Source: an optimization exercise on an open RTL-to-GDS flow (aim: small area and a short achievable clock period). Production flows keep margins and buffers that such runs may drop. Where RTL was checked, it was by simulation tests only, not by an equivalence proof against the original.

Design nes_cpu, start of the top module:
module nes_cpu(clk, b_rst, b_nmi, b_irq, data_in, addr, r_bw, data_out);
For scale: roughly 1700 cells after synthesis, roughly 0.012 mm2 of cells after synthesis.
clock: 12.0 ns
lec_check: 0
abc_area: 1
cap_margin: 20
core_margin: 2
core_utilization: 40
cts_buf_list: sky130_fd_sc_hd__clkbuf_16
cts_cluster_diameter: 100
cts_cluster_size: 40
setup_slack_margin: 5
slew_margin: 20
run.sh (not shown) runs the stock make flow with config.mk's settings and CLKGATE_MAP_FILE= SYNTH_SCRIPT=/design/flow/synth_recipe.tcl, a recipe that flattens the netlist after the stock synthesis.
The baseline finished clean.
Rerun with:
==> flow/flow/run.sh (new file) <==
#!/bin/bash
# The standard layout, with clock tree synthesis told not to add dummy
# loads (unloaded clock inverters it otherwise adds to balance the tree).
set -euo pipefail
export CTS_ARGS="-sink_clustering_enable -repair_clock_nets -dont_use_dummy_load"
bash standard.sh finish > standard_flow.log 2>&1
==> flow/standard.sh (new file) <==
#!/bin/bash
# synth_recipe.tcl (not shown) runs the flow's synth.tcl, then flattens the netlist and writes it again
# the make line also repeats each setting of config.mk as NAME=value (left out here)
make -C /OpenROAD-flow-scripts/flow DESIGN_CONFIG=/design/flow/config.mk WORK_HOME=/design/flow/orfs CLKGATE_MAP_FILE= SYNTH_SCRIPT=/design/flow/synth_recipe.tcl "${@:-finish}"
CTS_BUF_LIST = not set   (was sky130_fd_sc_hd__clkbuf_16)
CTS_CLUSTER_DIAMETER = not set   (was 100)
CTS_CLUSTER_SIZE = not set   (was 40)
PLACE_DENSITY = 0.75   (was not set)
removed: flow/run.sh
- The new run passed the timing, DRC and antenna checks
- core utilization went down by 0.88 points
- wire length rose by 2.4%
- count of clock-buffer cells in the layout is unchanged
- worst setup slack degrades by 10 ps
- area after synthesis stays the same
- clock skew came out higher by 10 ps
Rerun with:
==> flow/run.sh (new file) <==
#!/bin/bash
# synth_recipe.tcl (not shown) runs the flow's synth.tcl, then flattens the netlist and writes it again
# the make line also repeats each setting of config.mk as NAME=value (left out here)
make -C /OpenROAD-flow-scripts/flow DESIGN_CONFIG=/design/flow/config.mk WORK_HOME=/design/flow/orfs CLKGATE_MAP_FILE= SYNTH_SCRIPT=/design/flow/synth_recipe.tcl finish
CTS_CLUSTER_DIAMETER = 60   (was not set)
CTS_CLUSTER_SIZE = 20   (was not set)
PLACE_DENSITY = not set   (was 0.75)
removed: flow/flow/run.sh
removed: flow/standard.sh
Effect: Clock-buffer cell count stays the same. Final area grows by about 2%. Utilization rises by 0.88 points. Via count drops by 2.0%. Area after synthesis stays the same. Synthesized cell count stays the same. Wire length drops by about 2.3%. Setup slack is better by 10 ps.
Rerun with:
==> flow/flow/run.sh (new file) <==
#!/bin/bash
# The standard layout, with clock tree synthesis told not to add dummy
# loads (unloaded clock inverters it otherwise adds to balance the tree).
set -euo pipefail
export CTS_ARGS="-sink_clustering_enable -repair_clock_nets -dont_use_dummy_load"
bash standard.sh finish > standard_flow.log 2>&1
==> flow/standard.sh (new file) <==
#!/bin/bash
# synth_recipe.tcl (not shown) runs the flow's synth.tcl, then flattens the netlist and writes it again
# the make line also repeats each setting of config.mk as NAME=value (left out here)
make -C /OpenROAD-flow-scripts/flow DESIGN_CONFIG=/design/flow/config.mk WORK_HOME=/design/flow/orfs CLKGATE_MAP_FILE= SYNTH_SCRIPT=/design/flow/synth_recipe.tcl "${@:-finish}"
CORE_UTILIZATION = 55   (was 40)
CTS_CLUSTER_DIAMETER = not set   (was 60)
CTS_CLUSTER_SIZE = not set   (was 20)
removed: flow/run.sh
The new run completed with no timing, DRC or antenna violations.
Fmax goes down by a few percent.
Critical path depth increases by 3.
Count of clock-buffer cells in the layout is unchanged.
Cell area decreases by a few percent.
Routed wire length went down by a few percent.
Die area came out lower by a quarter to a third.
Rerun with:
CORE_UTILIZATION = 40   (was 55)
Outcome:
- via count goes down by a few percent
- sequential share of layout area drops by 0.46 points
- setup slack gets better by 140 ps
- die area is higher by well over a third
- count of clock-buffer cells in the layout is unchanged
- core utilization falls by 16 points
- clock skew grows by 11 ps
- hold slack improved by 9.5 ps


Another version of the RTL of nes_cpu (not shown whole).
For scale: about 1800 cells after synthesis, ~140 flip-flops, roughly 37 I/O pins, roughly 14000 um^2 of cells after synthesis.
export LEC_CHECK = 0
export CAP_MARGIN = 20
export CORE_MARGIN = 2
export CORE_UTILIZATION = 40
export SLEW_MARGIN = 20
create_clock -name core_clock -period 12.0 [get_ports {clk}]
Stock flow here: none of the scripts above is used.
The baseline went through all stages and came out clean.
==> next run, changes <==
--- a/flow/config.mk
+++ b/flow/config.mk
@@ -6,4 +6,5 @@
 export NUM_CORES = 4
 export LEC_CHECK = 0
+export ABC_CLOCK_PERIOD_IN_PS = 7000
 export CAP_MARGIN = 20
 export CORE_MARGIN = 2
- setup slack does not change
- core utilization does not change
- routed wire length is unchanged
- via count is unchanged
- clock skew stays the same
- synthesized area does not change
- cell area does not change
- fmax is unchanged
- worst hold slack does not change
No run of this note included a check of the RTL's function; only the layout flow was run.


old:
Another version of the RTL of nes_cpu (not shown whole).
Size: ~2,200 cells after synthesis, about 170 flip-flops, about 37 I/O pins, ~0.014 mm2 of cells after synthesis.
Design nes_cpu, start of the top module:
module nes_cpu (
  input         clk,        
  input         b_rst,      
  input         b_nmi,      
  input         b_irq,      
  input  [7:0]  data_in,    
  output [15:0] addr,       
  output        r_bw,       
  output [7:0]  data_out    
  );
export LEC_CHECK = 0
export ABC_AREA = 1
export CAP_MARGIN = 20
export CORE_MARGIN = 2
export CORE_UTILIZATION = 60
export SETUP_SLACK_MARGIN = 5
export SLEW_MARGIN = 20
create_clock -name core_clock -period 12.0 [get_ports {clk}]
Setup changes, old to new
- swapping 60 for 40 in CORE_UTILIZATION
Notes after the runs:
Of new and old, the lower end-of-flow core utilization belongs to new. Summary of new over old: non-clock buffer count saw a decrease; core area saw an increase. Re via density per instance: new and old aren't equal, and the lower value belongs to new. The fraction of standard cell area that is sequential in new sits 0.26 points below the value recorded for old. Compared with old, in new total length of routed met3 wires decreased about 30%; latest clock arrival within the worst-skew pair saw little to no change.

## separate check: timing with driven ports
The flow's constraints put no driver on any port. The routed layouts listed below were extracted and timed again, unchanged, in two steps.
Step 1 sets driving cells, clkbuf_16 on the clock port and buf_2 on the other inputs (assumed; they add their load-dependent delay and slew).
Step 2, shift: input delay + t, output delay - t, t = (earliest + latest rising clock arrival at the registers) / 2. This alone moves slack from input paths to output paths.
Three values: ideal ports, drivers, drivers and shift; two values: the first two.
| run | t (ns) | slack for setup (ns) | worst data-port slew with drivers (ns) |
|---|---|---|---|
| the first run of note 1 | 0.498 | 5.148 / 5.099 / 5.281 | 0.04 |
| the second run of note 1 | 0.482 | 5.138 / 5.121 / 5.138 | 0.05 |
| the third run of note 1 | 0.498 | 5.148 / 5.099 / 5.281 | 0.04 |
| the fourth run of note 1 | 0.487 | 4.999 / 4.948 / 5.076 | 0.04 |
| the fifth run of note 1 | 0.490 | 5.139 / 5.091 / 5.312 | 0.04 |
| the first run of note 2 | 0.488 | 0.957 / 0.908 / 1.396 | 0.04 |
| the second run of note 2 | 0.488 | 0.957 / 0.908 / 1.396 | 0.04 |
| old | 0.497 | 5.077 / 5.027 / 5.524 | 0.06 |
| new | 0.516 | 5.159 / 5.103 / 5.619 | 0.04 |
After both steps setup and hold are still met in every run listed.
